Source: an optimization exercise on an open RTL-to-GDS flow (aim: small area and a short achievable clock period). Production flows keep margins and buffers that such runs may drop.
Where RTL was checked, it was by simulation tests only, not by an equivalence proof against the original.
Power and IR drop assume default switching activity.

job 7178:
// MY_CPU
module MY_CPU (clk, nRESET, instr, pc, cc, dbg_addr, dbg_data);
Size in the first run: ~1100 cells after synthesis, ~160 flip-flops, about 0.010 sq mm of cells after synthesis.
==> flow/config.mk <==
export PLATFORM = sky130hd
export DESIGN_NAME = MY_CPU
export DESIGN_NICKNAME = MY_CPU
export VERILOG_FILES = /design/flow/design.v
export SDC_FILE = /design/flow/constraint.sdc
export NUM_CORES = 4
export LEC_CHECK = 0
export CAP_MARGIN = 20
export CORE_MARGIN = 2
export CORE_UTILIZATION = 40
export SETUP_SLACK_MARGIN = 2.5
export SLEW_MARGIN = 20
==> flow/constraint.sdc <==
create_clock -name core_clock -period 7.0 [get_ports {clk}]
set_input_delay 1.4000 -clock core_clock [delete_from_list [all_inputs] [get_ports {clk}]]
set_output_delay 1.4000 -clock core_clock [all_outputs]
set_load 0.01 [all_outputs]
standard.sh (not shown) runs the stock make flow with config.mk's settings and CLKGATE_MAP_FILE= SYNTH_SCRIPT=/design/flow/synth_recipe.tcl, a recipe that flattens the netlist after the stock synthesis.
==> flow/flow/run.sh <==
#!/bin/bash
# Layout flow: the standard ORFS flow with these changes:
#  - synthesis maps with flow/abc.script (flow/my_synth.tcl swaps it into ORFS's
#    synthesis; everything else there is the standard synthesis);
#  - no full/half adder extraction in synthesis (ADDER_MAP_FILE empty);
#  - port buffers are sky130_fd_sc_hd__buf_2 instead of the resizer's default pick.
# The make output is kept in flow_make.log; ORFS's own logs stay under orfs/logs.
set -euo pipefail
here=$(pwd)
export MY_ABC_SCRIPT=$here/flow/abc.script
bash standard.sh ADDER_MAP_FILE= \
  SYNTH_SCRIPT=$here/flow/my_synth.tcl \
  "BUFFER_PORTS_ARGS=-buffer_cell sky130_fd_sc_hd__buf_2" \
  finish > flow_make.log 2>&1
==> flow/flow/abc.script <==
strash
&get -n
&st
&dch
&nf -p -R 0
&put
topo
==> flow/flow/my_synth.tcl <==
proc synth {args} { yosys synth -nofsm -noshare {*}$args }
# Replace the ABC script ORFS picks with MY_ABC_SCRIPT, keeping its other arguments.
proc abc {args} {
  set i [lsearch -exact $args -script]
  if { $i >= 0 && [info exists ::env(MY_ABC_SCRIPT)] } {
    set args [lreplace $args [expr {$i + 1}] [expr {$i + 1}] $::env(MY_ABC_SCRIPT)]
  }
  puts "my abc: $args"
  yosys abc {*}$args
}
source $::env(SCRIPTS_DIR)/synth.tcl
# left out here: clear keep_hierarchy, flatten, clean up, hide names made inside functions, write 1_2_yosys.v
Job 7178 completed every stage of the flow, and the final layout passed the timing, design-rule and antenna checks.
Here is what was changed in the inputs of job 7179 compared with job 7178.
==> flow/flow/abc.script <==
strash
dch
map -D 2500
topo
buffer -c
upsize -c
dnsize -c
Notes after the runs:
Diff job 7178 -> job 7179: die area grew by 8.1%, part of the total power dissipated in the clock network grew by 3.9 points, share of final-layout standard cells stronger than drive strength 1 grew by 0.58 points. The cell type of the slowest stage on the worst timing path comes out sky130_fd_sc_hd__a2111oi_4 in one run and sky130_fd_sc_hd__a311o_1 in the other, namely in job 7179 and job 7178 respectively. Job 7179 vs job 7178: met1 track demand over resource in global routing down. Going from job 7178 to job 7179, worst setup margin increased 36 ps, complex-gate fraction of the synthesized area decreased 1.5 points. Higher number of tapcells goes to job 7179 over job 7178. Compared with job 7178, job 7179 shows total detailed-routing wirelength higher by 2.5 mm.
--- input diff job 7179..job 3456 ---
==> flow/flow/run.sh <==
#!/bin/bash
# Layout flow: the standard ORFS flow, with two changes:
#  - no full/half adder extraction in synthesis (ADDER_MAP_FILE empty), so ABC maps
#    the adder logic itself;
#  - port buffers are sky130_fd_sc_hd__buf_2 instead of the resizer's default pick.
# The make output is kept in flow_make.log; ORFS's own logs stay under orfs/logs.
set -euo pipefail
bash standard.sh ADDER_MAP_FILE= \
  "BUFFER_PORTS_ARGS=-buffer_cell sky130_fd_sc_hd__buf_2" \
  finish > flow_make.log 2>&1
removed: flow/flow/abc.script
removed: flow/flow/my_synth.tcl
### Flow results
Comparing total number of tap cells for job 7179 and job 3456, the smaller number came from job 7179.
Job 3456 has completed all stages; timing, DRC and antenna checks passed.
The number of non-clock buffers of job 3456 exceeds that of job 7179 by 23.
Final critical-path share of the clock period: job 3456 vs job 7179 down 0.61 points
Run comparison: job 7179 slowest stage cell on the critical path sky130_fd_sc_hd__a2111oi_4; job 3456 slowest stage cell on the critical path sky130_fd_sc_hd__and4b_4
Job 3456 vs. job 7179: power share of the combinational group rose 4.7 points; core utilization did not really move; post-layout total power went up by 5.7%; post-synthesis instance total decreased about 3%; global routing met3 resource utilization now sits lower.
Diff job 7179 -> job 3456 | power density over cell area | down slightly
Between job 7179 and job 3456, the switching power as a share of total power is higher for job 7179.
No run of this note included a check of the RTL's function; only the layout flow was run.

---

The RTL this note starts from:
==> flow/design.v <==
module MY_CPU (clk, nRESET, instr, pc, cc, dbg_addr, dbg_data);
	input clk;
	input nRESET;
	input [15:0] instr;
	output [15:0] pc;
	output [3:0] cc;
	input [2:0] dbg_addr;
	output [15:0] dbg_data;
	reg [14:0] pc_q;   
	reg [3:0] cc;
	assign pc = {pc_q, 1'b0};
	wire [15:0] pc_c;
	assign pc_c[0] = 1'b1;
	genvar t;
	generate for (t = 0; t < 15; t = t + 1) begin : g_pc
		assign pc_c[t + 1] = pc_c[t] & pc_q[t];
	end endgenerate
	always @(posedge clk or negedge nRESET)
		if (!nRESET) pc_q <= 15'b0;
		else pc_q <= pc_q ^ pc_c[14:0];
	wire [2:0] op = instr[14:12];
	wire i = instr[11];
	wire [2:0] rD = instr[10:8];
	wire [2:0] rA = instr[7:5];
	wire [2:0] rB = instr[4:2];
	wire [15:0] imm = {{11{instr[4]}}, instr[4:0]};
	wire valid = ~(op == 3'd7 & i);   
	reg [15:0] rf [0:7];
	reg [7:0] v;
	wire [15:0] res;
	wire [7:0] we;
	genvar k;
	generate for (k = 0; k < 8; k = k + 1) begin : g_rf
		assign we[k] = valid & (rD == k);
		always @(posedge clk)
			if (we[k]) rf[k] <= res;
	end endgenerate
	always @(posedge clk or negedge nRESET)
		if (!nRESET) v <= 8'b0;
		else v <= v | we;
	function [7:0] sel;
		input [2:0] a;
		input [7:0] vv;
		reg [3:0] lo;
		reg [7:0] hv;
		integer j;
		begin
			for (j = 0; j < 4; j = j + 1)
				lo[j] = (a[1:0] == j);
			for (j = 0; j < 8; j = j + 1)
				hv[j] = (a[2] == j[2]) & vv[j];
			for (j = 0; j < 8; j = j + 1)
				sel[j] = lo[j % 4] & hv[j];
		end
	endfunction
	function [15:0] rd;
		input [7:0] s;
		input [127:0] d;
		integer j;
		begin
			rd = 16'b0;
			for (j = 0; j < 8; j = j + 1)
				rd = rd | ({16{s[j]}} & d[16*j +: 16]);
		end
	endfunction
	wire [127:0] rflat = {rf[7], rf[6], rf[5], rf[4], rf[3], rf[2], rf[1], rf[0]};
	wire [15:0] A = rd(sel(rA, v), rflat);
	wire [15:0] rb = rd(sel(rB, v & {8{~i}}), rflat);   
	assign dbg_data = rd(sel(dbg_addr, v), rflat);
	wire [15:0] B = rb | (imm & {16{i}});
	wire sub = (op == 3'd2);
	wire [15:0] Bx = B ^ {16{sub}};
	wire [15:0] g0 = A & Bx;
	wire [15:0] p0 = A ^ Bx;
	reg [15:0] G, P;
	integer lv, b;
	always @(*) begin
		G = g0; P = p0;
		G[0] = g0[0] | (p0[0] & sub);
		for (lv = 0; lv < 4; lv = lv + 1)
			for (b = 0; b < 16; b = b + 1)
				if ((b >> lv) & 1) begin
					G[b] = G[b] | (P[b] & G[((b >> lv) << lv) - 1]);
					P[b] = P[b] & P[((b >> lv) << lv) - 1];
				end
	end
	wire [16:0] cy = {G, sub};
	wire [15:0] sum = p0 ^ cy[15:0];
	wire cout = cy[16];
	wire s_shl = (op == 3'd3);
	wire s_shr = (op == 3'd4);
	reg [15:0] sh, nx;
	integer sl;
	always @(*) begin
		sh = A;
		for (sl = 0; sl < 4; sl = sl + 1) begin
			for (b = 0; b < 16; b = b + 1)
				nx[b] = (B[sl] & s_shl & (b >= (1 << sl)) & sh[(b - (1 << sl)) & 15]) |
					(B[sl] & s_shr & (b + (1 << sl) < 16) & sh[(b + (1 << sl)) & 15]) |
					(~B[sl] & (s_shl | s_shr) & sh[b]);
			sh = nx;
		end
	end
	wire s_mov = (op == 3'd1), s_and = (op == 3'd5), s_or = (op == 3'd6), s_not = (op == 3'd7);
	wire [15:0] lg = ({16{s_mov}} & B) | ({16{s_and | s_or}} & g0) | ({16{s_or}} & p0) | ({16{s_not}} & ~B);
	wire s_add = (op == 3'd0) | (op == 3'd2);
	wire [15:0] r = ({16{s_add}} & sum) | sh | lg;
	assign res = r;
	wire [15:0] Bi = imm ^ {16{sub}};
	wire [15:0] zx = A ^ Bi;
	wire [15:0] zo = {A[14:0] | Bi[14:0], sub};
	wire Z_add = ~|(zx ^ zo);
	wire [3:0] s = instr[3:0];
	reg [15:0] m;
	integer q;
	always @(*)
		for (q = 0; q < 16; q = q + 1)
			m[q] = s_shl ? (q <= 15 - s) : (q >= s);
	wire Z_sh = ~|(A & m);
	wire Z_lg = ~|lg;
	wire N = r[15];
	wire Z = s_add ? Z_add : (s_shl | s_shr) ? Z_sh : Z_lg;
	wire C = (op == 3'd0) & cout;
	wire V = (op == 3'd3) ? (A[15] ^ sh[15]) :
		(op == 3'd0) ? ((A[15] == B[15]) & (sum[15] ^ A[15])) : 1'b0;
	always @(posedge clk or negedge nRESET)
		if (!nRESET) cc <= 4'b0;
		else if (valid & i) cc <= {N, Z, C, V};
		else cc <= 4'b0;
endmodule
export LEC_CHECK = 0
export CAP_MARGIN = 10
export CORE_MARGIN = 2
export CORE_UTILIZATION = 40
export SETUP_SLACK_MARGIN = 2.5
export SLEW_MARGIN = 10
create_clock -name core_clock -period 7.0 [get_ports {clk}]
==> flow/flow/run.sh <==
#!/bin/bash
# Layout flow: the standard ORFS flow with these changes:
#  - synthesis maps with flow/abc.script, the pc incrementer with flow/abc_area.script
#    (flow/my_synth.tcl swaps them into ORFS's
#    synthesis; everything else there is the standard synthesis);
#  - no full/half adder extraction in synthesis (ADDER_MAP_FILE empty);
#  - port buffers are sky130_fd_sc_hd__buf_1 instead of the resizer's default pick;
#  - clock tree from clkbuf_4/clkbuf_8 without dummy loads.
# The make output is kept in flow_make.log; ORFS's own logs stay under orfs/logs.
set -euo pipefail
here=$(pwd)
export MY_ABC_SCRIPT=$here/flow/abc.script
export MY_ABC_AREA_SCRIPT=$here/flow/abc_area.script
bash standard.sh ADDER_MAP_FILE= \
  SYNTH_SCRIPT=$here/flow/my_synth.tcl \
  "BUFFER_PORTS_ARGS=-buffer_cell sky130_fd_sc_hd__buf_1" \
  "CTS_ARGS=-sink_clustering_enable -repair_clock_nets -dont_use_dummy_load -buf_list {sky130_fd_sc_hd__clkbuf_4 sky130_fd_sc_hd__clkbuf_8}" \
  finish > flow_make.log 2>&1
==> flow/flow/abc.script <==
strash
dch
map -D 2200
topo
buffer -c
upsize -c
dnsize -c
==> flow/flow/abc_area.script <==
strash
&get -n
&st
&dch
&nf -p -R 0
&put
topo
==> flow/flow/my_synth.tcl <==
# The standard flow's synth_recipe.tcl (standard ORFS synthesis, no fsm/share, flattened, renamed)
# with one change: ABC maps with flow/abc.script, and the pc incrementer (the logic
# cone of the pc_q flip-flops, which has the whole cycle) is first mapped on its own
# with flow/abc_area.script for area.
proc synth {args} { yosys synth -nofsm -noshare {*}$args }
proc abc {args} {
  set i [lsearch -exact $args -script]
  if { $i >= 0 } {
    set a [lreplace $args [expr {$i + 1}] [expr {$i + 1}] $::env(MY_ABC_AREA_SCRIPT)]
    yosys select -set pcl c:pc_q* %ci1:+\[D\] %ci* t:sky130_fd_sc_hd__* %d
    yosys abc {*}$a @pcl
    set args [lreplace $args [expr {$i + 1}] [expr {$i + 1}] $::env(MY_ABC_SCRIPT)]
  }
  puts "my abc: $args"
  yosys abc {*}$args
}
source $::env(SCRIPTS_DIR)/synth.tcl
# left out here: clear keep_hierarchy, flatten, clean up, hide names made inside functions, write 1_2_yosys.v
Next try:
==> flow/flow/abc.script (replaced) <==
strash
dch
map -D 2000
topo
buffer -c
upsize -c
dnsize -c
Settings changed: SETUP_SLACK_MARGIN 2.5 to 2.4.
What happened:
- The new run produced a clean layout
- final area is lower by 2.8%
- worst setup slack got worse by 0.14 ns
- global-route usage rises by 0.62 points
- critical path depth shrinks by 15
Next try:
Settings changed: SETUP_SLACK_MARGIN 2.4 to 2.7.
Effect:
- non-clock buffer count grows by 58
- utilization grows by 3.3 points
- count of clock-buffer cells in the layout stays the same
- area after synthesis is unchanged
- cell area grows by 7.0%
- clock skew hardly moves
- combinational power grows by 14%
- hold slack stays flat
- global-route usage grows by 0.54 points

[re-timing with driven ports]
The flow's constraints put no driver on any port. The routed layouts listed below were extracted and timed again, unchanged, in two steps. Step 1: set_driving_cell puts a clkbuf_16 on clk and a buf_2 on each other input, an assumption about the parent block. Step 2 times the ports against the registers' clock, not the clock port: input delays grow and output delays shrink by t, the midpoint of the rising clock arrivals with the driver on. a / b / c = ideal / step 1 / step 2; a / b = the first two.
run | shift t [ns] | slack for setup (ns) | clock arrival spread, ns | slew at the worst register clock pin (ns)
job 7178 | 0.480 | 2.329 / 2.329 / 1.849 | 0.016 / 0.015 | 0.07 / 0.07
job 7179 | 0.481 | 2.365 / 2.328 / 1.847 | 0.019 / 0.018 | 0.08 / 0.08
job 3456 | 0.476 | 2.407 / 2.320 / 1.844 | 0.015 / 0.015 | 0.07 / 0.07
the first run of note 2 | 0.497 | 2.565 / 2.553 / 2.063 | 0.049 / 0.050 | 0.10 / 0.10
the second run of note 2 | 0.493 | 2.426 / 2.404 / 1.991 | 0.038 / 0.039 | 0.10 / 0.10
the third run of note 2 | 0.495 | 2.705 / 2.671 / 2.180 | 0.040 / 0.040 | 0.10 / 0.10
After both steps setup and hold are still met in every run listed. For job 3456, which loses most, drivers alone change the setup slack by -0.087 ns; drivers and shift together by -0.563 ns.
